This is an optimization exercise on Yosys and OpenROAD, whose aim is small area and a short achievable clock period, not a production implementation. Only simulation tests tie the RTL to the original design; equivalence was not proved.

==> inputs of run A <==
## FP_ALU_SYN
module FP_ALU_SYN (
    output reg [31:0] out,
    output reg under_overflow,
    output zero,
    input  [31:0] para1,
    input  [31:0] para2,
    input  [1:0]  ALU_op,
    input  clk
);
wire [31:0] p2_eff = {para2[31] ^ (ALU_op == 2'b01), para2[30:0]};
wire        keep   = para1[30:0] >= para2[30:0];
wire [7:0]  d12    = para1[30:23] - para2[30:23];
wire [7:0]  d21    = para2[30:23] - para1[30:23];
wire [7:0]  d      = keep ? d12 : d21;
reg [31:0] op1_ff, op2_ff;
reg [1:0]  ALU_op_ff;
reg [4:0]  d_ff;
reg        big_ff;
always @(posedge clk) begin
    op1_ff    <= keep ? para1  : p2_eff;
    op2_ff    <= keep ? p2_eff : para1;
    ALU_op_ff <= ALU_op;
    d_ff      <= d[4:0];
    big_ff    <= d > 8'd24;
end
wire [31:0] add_result, multi_result;
wire        add_under_overflow, multi_under_overflow;
AddOp   add   (.out(add_result),   .under_overflow(add_under_overflow),
               .op1(op1_ff), .op2(op2_ff), .d(d_ff), .big(big_ff));
MultiOp multi (.out(multi_result), .under_overflow(multi_under_overflow),
               .para1(op1_ff), .para2(op2_ff));
reg [31:0] out_d;
reg        uo_d;
always @(*) begin
    case (ALU_op_ff)
        2'b00, 2'b01: begin out_d = add_result;   uo_d = add_under_overflow;   end
        2'b10:        begin out_d = multi_result; uo_d = multi_under_overflow; end
        default:      begin out_d = 32'd0;        uo_d = 1'b0;                 end
    endcase
end
always @(posedge clk) begin
    out            <= out_d;
    under_overflow <= uo_d;
end
assign zero = ~|out;
endmodule
==> module NormalizedDecoder, before the edit <==
module NormalizedDecoder (
    output [22:0] result,
    output [4:0]  shift_times,
    input  [23:0] in
);
wire        z16 = ~|in[23:8];
wire [23:0] s16 = z16 ? {in[7:0], 16'd0} : in;
wire        z8  = ~|s16[23:16];
wire [23:0] s8  = z8 ? {s16[15:0], 8'd0} : s16;
wire        z4  = ~|s8[23:20];
wire [23:0] s4  = z4 ? {s8[19:0], 4'd0} : s8;
wire        z2  = ~|s4[23:22];
wire [23:0] s2  = z2 ? {s4[21:0], 2'd0} : s4;
wire        z1  = ~s2[23];
wire [23:0] s1  = z1 ? {s2[22:0], 1'b0} : s2;
wire in_zero = z16 & ~|in[7:0];
wire defect  = (in[23:11] == 13'b0000000000011) |
               (in[23:10] == 14'b00000000000011);
wire [22:0] neg = -in[22:0];
assign result      = defect ? neg : s1[22:0];
assign shift_times = defect ? 5'd0 : in_zero ? 5'd24 : {z16, z8, z4, z2, z1};
endmodule
==> module AddOp, before the edit <==
module AddOp (
    output reg [31:0] out,
    output reg under_overflow,
    input  [31:0] op1,
    input  [31:0] op2,
    input  [4:0]  d,
    input         big
);
wire        sub = op1[31] ^ op2[31];
wire [7:0]  E1  = op1[30:23];
wire [23:0] S1  = {1'b1, op1[22:0]};
wire [23:0] S2  = {1'b1, op2[22:0]};
wire is_result_zero = sub && (op1[30:0] == op2[30:0]);
wire add_with_zero  = ~|op2[30:0];
wire [24:0] aligned = {S2, 1'b0} >> d;
wire [23:0] U = big ? 24'd0 : aligned[24:1];
wire        r = ~big & aligned[0];
wire        sub_big = sub & big;
wire [23:0] xa = S1 ^ {24{sub_big}};
wire [23:0] ya = U  ^ {24{sub & ~big}};
wire [24:0] sum;
BigALU alu (.out(sum), .op1(xa), .op2(ya), .cin(r ^ sub));
wire [22:0] norm_frac;
wire [4:0]  shift;
NormalizedDecoder nd (.result(norm_frac), .shift_times(shift), .in(sum[23:0]));
wire [8:0] e_sub = {1'b0, E1} - {4'd0, shift};
wire       sub_uf = e_sub[8] | (e_sub[7:0] == 8'd0);    
wire       add_of = (E1 == 8'd254);
always @(*) begin
    out = {op1[31], 31'd0};
    under_overflow = 1'b0;
    if (is_result_zero) begin
        out = 32'd0;
    end
    else if (add_with_zero) begin
        out = op1 | op2;
    end
    else if (!sub && sum[24]) begin
        under_overflow = add_of;
        out[30:23] = E1 + 8'd1;
        out[22:0]  = add_of ? 23'd0 : sum[23:1] + sum[0];
    end
    else if (!sub) begin
        out[30:0] = {E1, sum[22:0]};
    end
    else begin
        under_overflow = sub_uf;
        out[30:0] = sub_uf ? {8'hff, 23'd0} : {e_sub[7:0], norm_frac};
    end
end
endmodule
==> module FP_ALU_SYN, before the edit <==
module FP_ALU_SYN (
    output reg [31:0] out,
    output reg under_overflow,
    output zero,
    input  [31:0] para1,
    input  [31:0] para2,
    input  [1:0]  ALU_op,
    input  clk
);
wire [31:0] p2_eff = {para2[31] ^ (ALU_op == 2'b01), para2[30:0]};
wire        keep   = para1[30:0] >= para2[30:0];
wire [7:0]  d12    = para1[30:23] - para2[30:23];
wire [7:0]  d21    = para2[30:23] - para1[30:23];
wire [7:0]  d      = keep ? d12 : d21;
reg [31:0] op1_ff, op2_ff;
reg [1:0]  ALU_op_ff;
reg [4:0]  d_ff;
reg        big_ff;
always @(posedge clk) begin
    op1_ff    <= keep ? para1  : p2_eff;
    op2_ff    <= keep ? p2_eff : para1;
    ALU_op_ff <= ALU_op;
    d_ff      <= d[4:0];
    big_ff    <= d > 8'd24;
end
wire [31:0] add_result, multi_result;
wire        add_under_overflow, multi_under_overflow;
AddOp   add   (.out(add_result),   .under_overflow(add_under_overflow),
               .op1(op1_ff), .op2(op2_ff), .d(d_ff), .big(big_ff));
MultiOp multi (.out(multi_result), .under_overflow(multi_under_overflow),
               .para1(op1_ff), .para2(op2_ff));
reg [31:0] out_d;
reg        uo_d;
always @(*) begin
    case (ALU_op_ff)
        2'b00, 2'b01: begin out_d = add_result;   uo_d = add_under_overflow;   end
        2'b10:        begin out_d = multi_result; uo_d = multi_under_overflow; end
        default:      begin out_d = 32'd0;        uo_d = 1'b0;                 end
    endcase
end
always @(posedge clk) begin
    out            <= out_d;
    under_overflow <= uo_d;
end
assign zero = ~|out;
endmodule
export LEC_CHECK = 0
export CAP_MARGIN = 20
export CORE_MARGIN = 2
export CORE_UTILIZATION = 40
export SLEW_MARGIN = 20
export SYNTH_HIERARCHICAL = 1
create_clock -name core_clock -period 16.0 [get_ports {clk}]
standard.sh (not shown) runs the stock make flow with config.mk's settings and CLKGATE_MAP_FILE= SYNTH_SCRIPT=/design/flow/synth_recipe.tcl, a recipe that flattens the netlist after the stock synthesis.
==> flow/flow/run.sh <==
#!/bin/bash
# Standard synthesis and layout; the layout's timing repair is asked to keep a
# larger setup margin than the flow settings allow, so that it upsizes and
# buffers the long paths.  The clock period and constraints are the design's.
set -euo pipefail
bash standard.sh synth > synth.log 2>&1
bash standard.sh finish SETUP_SLACK_MARGIN=10.5 TNS_END_PERCENT=100 > layout.log 2>&1
==> run F: changes against run A <==
==> flow/run.sh (new file) <==
#!/bin/bash
# synth_recipe.tcl (not shown) runs the flow's synth.tcl, then flattens the netlist and writes it again
# the make line also repeats each setting of config.mk as NAME=value (left out here)
make -C /OpenROAD-flow-scripts/flow DESIGN_CONFIG=/design/flow/config.mk WORK_HOME=/design/flow/orfs CLKGATE_MAP_FILE= SYNTH_SCRIPT=/design/flow/synth_recipe.tcl finish
removed: flow/flow/run.sh
removed: flow/standard.sh
==> run E: changes against run A <==
--- a/flow/design.v
+++ b/flow/design.v
@@ -12,20 +12,36 @@
     input  [23:0] in
 );
-wire        z16 = ~|in[23:8];
-wire [23:0] s16 = z16 ? {in[7:0], 16'd0} : in;
-wire        z8  = ~|s16[23:16];
-wire [23:0] s8  = z8 ? {s16[15:0], 8'd0} : s16;
-wire        z4  = ~|s8[23:20];
-wire [23:0] s4  = z4 ? {s8[19:0], 4'd0} : s8;
-wire        z2  = ~|s4[23:22];
-wire [23:0] s2  = z2 ? {s4[21:0], 2'd0} : s4;
-wire        z1  = ~s2[23];
-wire [23:0] s1  = z1 ? {s2[22:0], 1'b0} : s2;
-wire in_zero = z16 & ~|in[7:0];
-wire defect  = (in[23:11] == 13'b0000000000011) |
-               (in[23:10] == 14'b00000000000011);
-wire [22:0] neg = -in[22:0];
-assign result      = defect ? neg : s1[22:0];
-assign shift_times = defect ? 5'd0 : in_zero ? 5'd24 : {z16, z8, z4, z2, z1};
+wire [31:0] x = {in, 8'hff};
+wire [7:0]  v4;
+wire [15:0] c4;
+genvar k;
+generate for (k = 0; k < 8; k = k + 1) begin : nib
+    wire [3:0] n = x[4*k+3:4*k];
+    assign v4[k] = |n;
+    assign c4[2*k+1:2*k] = n[3] ? 2'd0 : n[2] ? 2'd1 : n[1] ? 2'd2 : 2'd3;
+end endgenerate
+wire [3:0]  v8;
+wire [11:0] c8;
+generate for (k = 0; k < 4; k = k + 1) begin : byt
+    assign v8[k] = v4[2*k+1] | v4[2*k];
+    assign c8[3*k+2:3*k] = v4[2*k+1] ? {1'b0, c4[4*k+3:4*k+2]} : {1'b1, c4[4*k+1:4*k]};
+end endgenerate
+wire [1:0] v16;
+wire [7:0] c16;
+generate for (k = 0; k < 2; k = k + 1) begin : hlf
+    assign v16[k] = v8[2*k+1] | v8[2*k];
+    assign c16[4*k+3:4*k] = v8[2*k+1] ? {1'b0, c8[6*k+5:6*k+3]} : {1'b1, c8[6*k+2:6*k]};
+end endgenerate
+wire [4:0] lz = v16[1] ? {1'b0, c16[7:4]} : {1'b1, c16[3:0]};
+wire [23:0] s16 = lz[4] ? {in[7:0], 16'd0} : in;
+wire [23:0] s8  = lz[3] ? {s16[15:0], 8'd0} : s16;
+wire [23:0] s4  = lz[2] ? {s8[19:0], 4'd0} : s8;
+wire [23:0] s2  = lz[1] ? {s4[21:0], 2'd0} : s4;
+wire [23:0] s1  = lz[0] ? {s2[22:0], 1'b0} : s2;
+wire defect = (in[23:11] == 13'b0000000000011) |
+              (in[23:10] == 14'b00000000000011);
+wire [12:0] neg = -in[12:0];
+assign result      = defect ? {10'h3ff, neg} : s1[22:0];
+assign shift_times = defect ? 5'd0 : lz;
 endmodule
 module AddOp (
@@ -35,5 +51,7 @@
     input  [31:0] op2,
     input  [4:0]  d,
-    input         big
+    input         big,
+    input         dz,
+    input         d1
 );
 wire        sub = op1[31] ^ op2[31];
@@ -43,38 +61,64 @@
 wire is_result_zero = sub && (op1[30:0] == op2[30:0]);
 wire add_with_zero  = ~|op2[30:0];
+wire near = sub & (dz | d1 | big);
 wire [24:0] aligned = {S2, 1'b0} >> d;
 wire [23:0] U = big ? 24'd0 : aligned[24:1];
 wire        r = ~big & aligned[0];
-wire        sub_big = sub & big;
-wire [23:0] xa = S1 ^ {24{sub_big}};
-wire [23:0] ya = U  ^ {24{sub & ~big}};
-wire [24:0] sum;
-BigALU alu (.out(sum), .op1(xa), .op2(ya), .cin(r ^ sub));
+wire [24:0] R;
+BigALU far_alu (.out(R), .op1(S1), .op2(U ^ {24{sub}}), .cin(r ^ sub));
+wire [22:0] R_inc = R[23:1] + R[0];
+wire        add_of = (E1 == 8'd254);
+wire [7:0]  E1p1 = E1 + 8'd1;
+wire [7:0]  E1m1 = E1 - 8'd1;
+reg [31:0] far_out;
+reg        far_uo;
+always @(*) begin
+    far_out = {op1[31], 31'd0};
+    far_uo  = 1'b0;
+    if (!sub) begin
+        if (R[24]) begin
+            far_uo = add_of;
+            far_out[30:0] = {E1p1, add_of ? 23'd0 : R_inc};
+        end
+        else
+            far_out[30:0] = {E1, R[22:0]};
+    end
+    else if (R[23]) begin
+        far_uo = (E1 == 8'd0);
+        far_out[30:0] = far_uo ? {8'hff, 23'd0} : {E1, R[22:0]};
+    end
+    else begin
+        far_uo = (E1[7:1] == 7'd0);
+        far_out[30:0] = far_uo ? {8'hff, 23'd0} : {E1m1, R[21:0], 1'b0};
+    end
+end
+wire [23:0] nA  = big ? 24'd0 : S1;
+wire [23:0] nB  = big ? S1 : (dz ? S2 : {1'b0, S2[23:1]});
+wire        nci = big | dz | ~S2[0];
+wire [24:0] Dsum;
+BigALU near_alu (.out(Dsum), .op1(nA), .op2(~nB), .cin(nci));
 wire [22:0] norm_frac;
 wire [4:0]  shift;
-NormalizedDecoder nd (.result(norm_frac), .shift_times(shift), .in(sum[23:0]));
+NormalizedDecoder nd (.result(norm_frac), .shift_times(shift), .in(Dsum[23:0]));
 wire [8:0] e_sub = {1'b0, E1} - {4'd0, shift};
-wire       sub_uf = e_sub[8] | (e_sub[7:0] == 8'd0);    
-wire       add_of = (E1 == 8'd254);
+wire       near_uo = e_sub[8] | (e_sub[7:0] == 8'd0);    
+wire [31:0] near_out = near_uo ? {op1[31], 8'hff, 23'd0}
+                               : {op1[31], e_sub[7:0], norm_frac};
 always @(*) begin
-    out = {op1[31], 31'd0};
-    under_overflow = 1'b0;
     if (is_result_zero) begin
         out = 32'd0;
+        under_overflow = 1'b0;
     end
     else if (add_with_zero) begin
         out = op1 | op2;
+        under_overflow = 1'b0;
     end
-    else if (!sub && sum[24]) begin
-        under_overflow = add_of;
-        out[30:23] = E1 + 8'd1;
-        out[22:0]  = add_of ? 23'd0 : sum[23:1] + sum[0];
-    end
-    else if (!sub) begin
-        out[30:0] = {E1, sum[22:0]};
+    else if (near) begin
+        out = near_out;
+        under_overflow = near_uo;
     end
     else begin
-        under_overflow = sub_uf;
-        out[30:0] = sub_uf ? {8'hff, 23'd0} : {e_sub[7:0], norm_frac};
+        out = far_out;
+        under_overflow = far_uo;
     end
 end
@@ -1343,5 +1387,5 @@
 reg [1:0]  ALU_op_ff;
 reg [4:0]  d_ff;
-reg        big_ff;
+reg        big_ff, dz_ff, d1_ff;
 always @(posedge clk) begin
     op1_ff    <= keep ? para1  : p2_eff;
@@ -1350,9 +1394,12 @@
     d_ff      <= d[4:0];
     big_ff    <= d > 8'd24;
+    dz_ff     <= d == 8'd0;
+    d1_ff     <= d == 8'd1;
 end
 wire [31:0] add_result, multi_result;
 wire        add_under_overflow, multi_under_overflow;
 AddOp   add   (.out(add_result),   .under_overflow(add_under_overflow),
-               .op1(op1_ff), .op2(op2_ff), .d(d_ff), .big(big_ff));
+               .op1(op1_ff), .op2(op2_ff), .d(d_ff), .big(big_ff),
+               .dz(dz_ff), .d1(d1_ff));
 MultiOp multi (.out(multi_result), .under_overflow(multi_under_overflow),
                .para1(op1_ff), .para2(op2_ff));
==> summary.txt <==
- The highest sequential share of layout area belongs to run F, the lowest to run E.
- In area after synthesis, run A and run F do not differ.
- Of run A and run F, run A has the higher non-clock buffer count (gap 131).
- Hold slack, highest first: run E, run A, run F.
- Via count, highest first: run E, run A, run F.
- Cell count: run E > run A > run F.
- Against run F, the register-to-register slack of run E is better by 2.8 ns.
- In synthesized cell count, run A and run F do not differ.
==> figures <==
| metric | run E | run F | run A |
|---|---|---|---|
| Data required time at the worst endpoint | 16.24 ns | 16.24 ns | 16.28 ns |
| Post-CTS Repair Setup Buffers | 156 | 0 | 114 |
| Clock buffers | 9 | 9 | 11 |
| Weighted congestion reported at the end of routability-driven placement | 0.969 | 0.958 | 0.960 |
| Antenna diode instance count | 1 | 0 | 0 |
| Worst slack at placement | 6.65 ns | 5.61 ns | 5.99 ns |
| Critical path depth in cells | 30 | 31 | 35 |
| Result of the run | finished clean | finished clean | finished clean |
| Highest routing layer actually used | met5 | met4 | met5 |
| Post-DP Area | 32,800 um2 | 30,200 um2 | 30,300 um2 |
| Floorplan row count | 101 | 96 | 96 |
| Placed cells | 4,438 | 4,095 | 4,085 |
| Clk sink count | 107 | 105 | 105 |
| Met3 track utilization from global routing | 5.33% | 4.31% | 5.88% |
| Largest net degree at the start of global routing | 83 | 62 | 55 |
| Fraction of the cycle the final worst path needs | 48.5% | 65.9% | 52.3% |
| Post-DP HPWL | 79,300 um | 73,100 um | 72,400 um |
| Detailed route wirelength on metal2 | 50,500 um | 45,200 um | 51,000 um |
| Worst reg2reg path startpoint | op2_ff[4] | d_ff[2] | d_ff[1] |
| Via count of the first global-routing pass | 28,300 | 24,700 | 26,700 |

re-timing with driven ports:
The results above use ideal ports. As a check the final layouts listed here were re-extracted and re-timed, cells and wires unchanged. Step 1: set_driving_cell puts a clkbuf_16 on clk and a buf_2 on each other input, an assumption about the parent block. Step 2 moves the port delays by t, midway between the first and last clock arrival at a register: inputs arrive t later, outputs are due t later. That takes back most of the time a late clock gives input paths. Three values: ideal ports, drivers, drivers and shift; two values: the first two.
run | shift t [ns] | setup WS [ns] | worst setup path at the end
run A | 0.403 | 7.624 / 7.624 / 7.624 | register to register
run F | 0.418 | 5.449 / 5.449 / 5.449 | register to register
run E | 0.425 | 8.241 / 8.241 / 8.241 | register to register
After both steps every run listed still meets setup and hold.
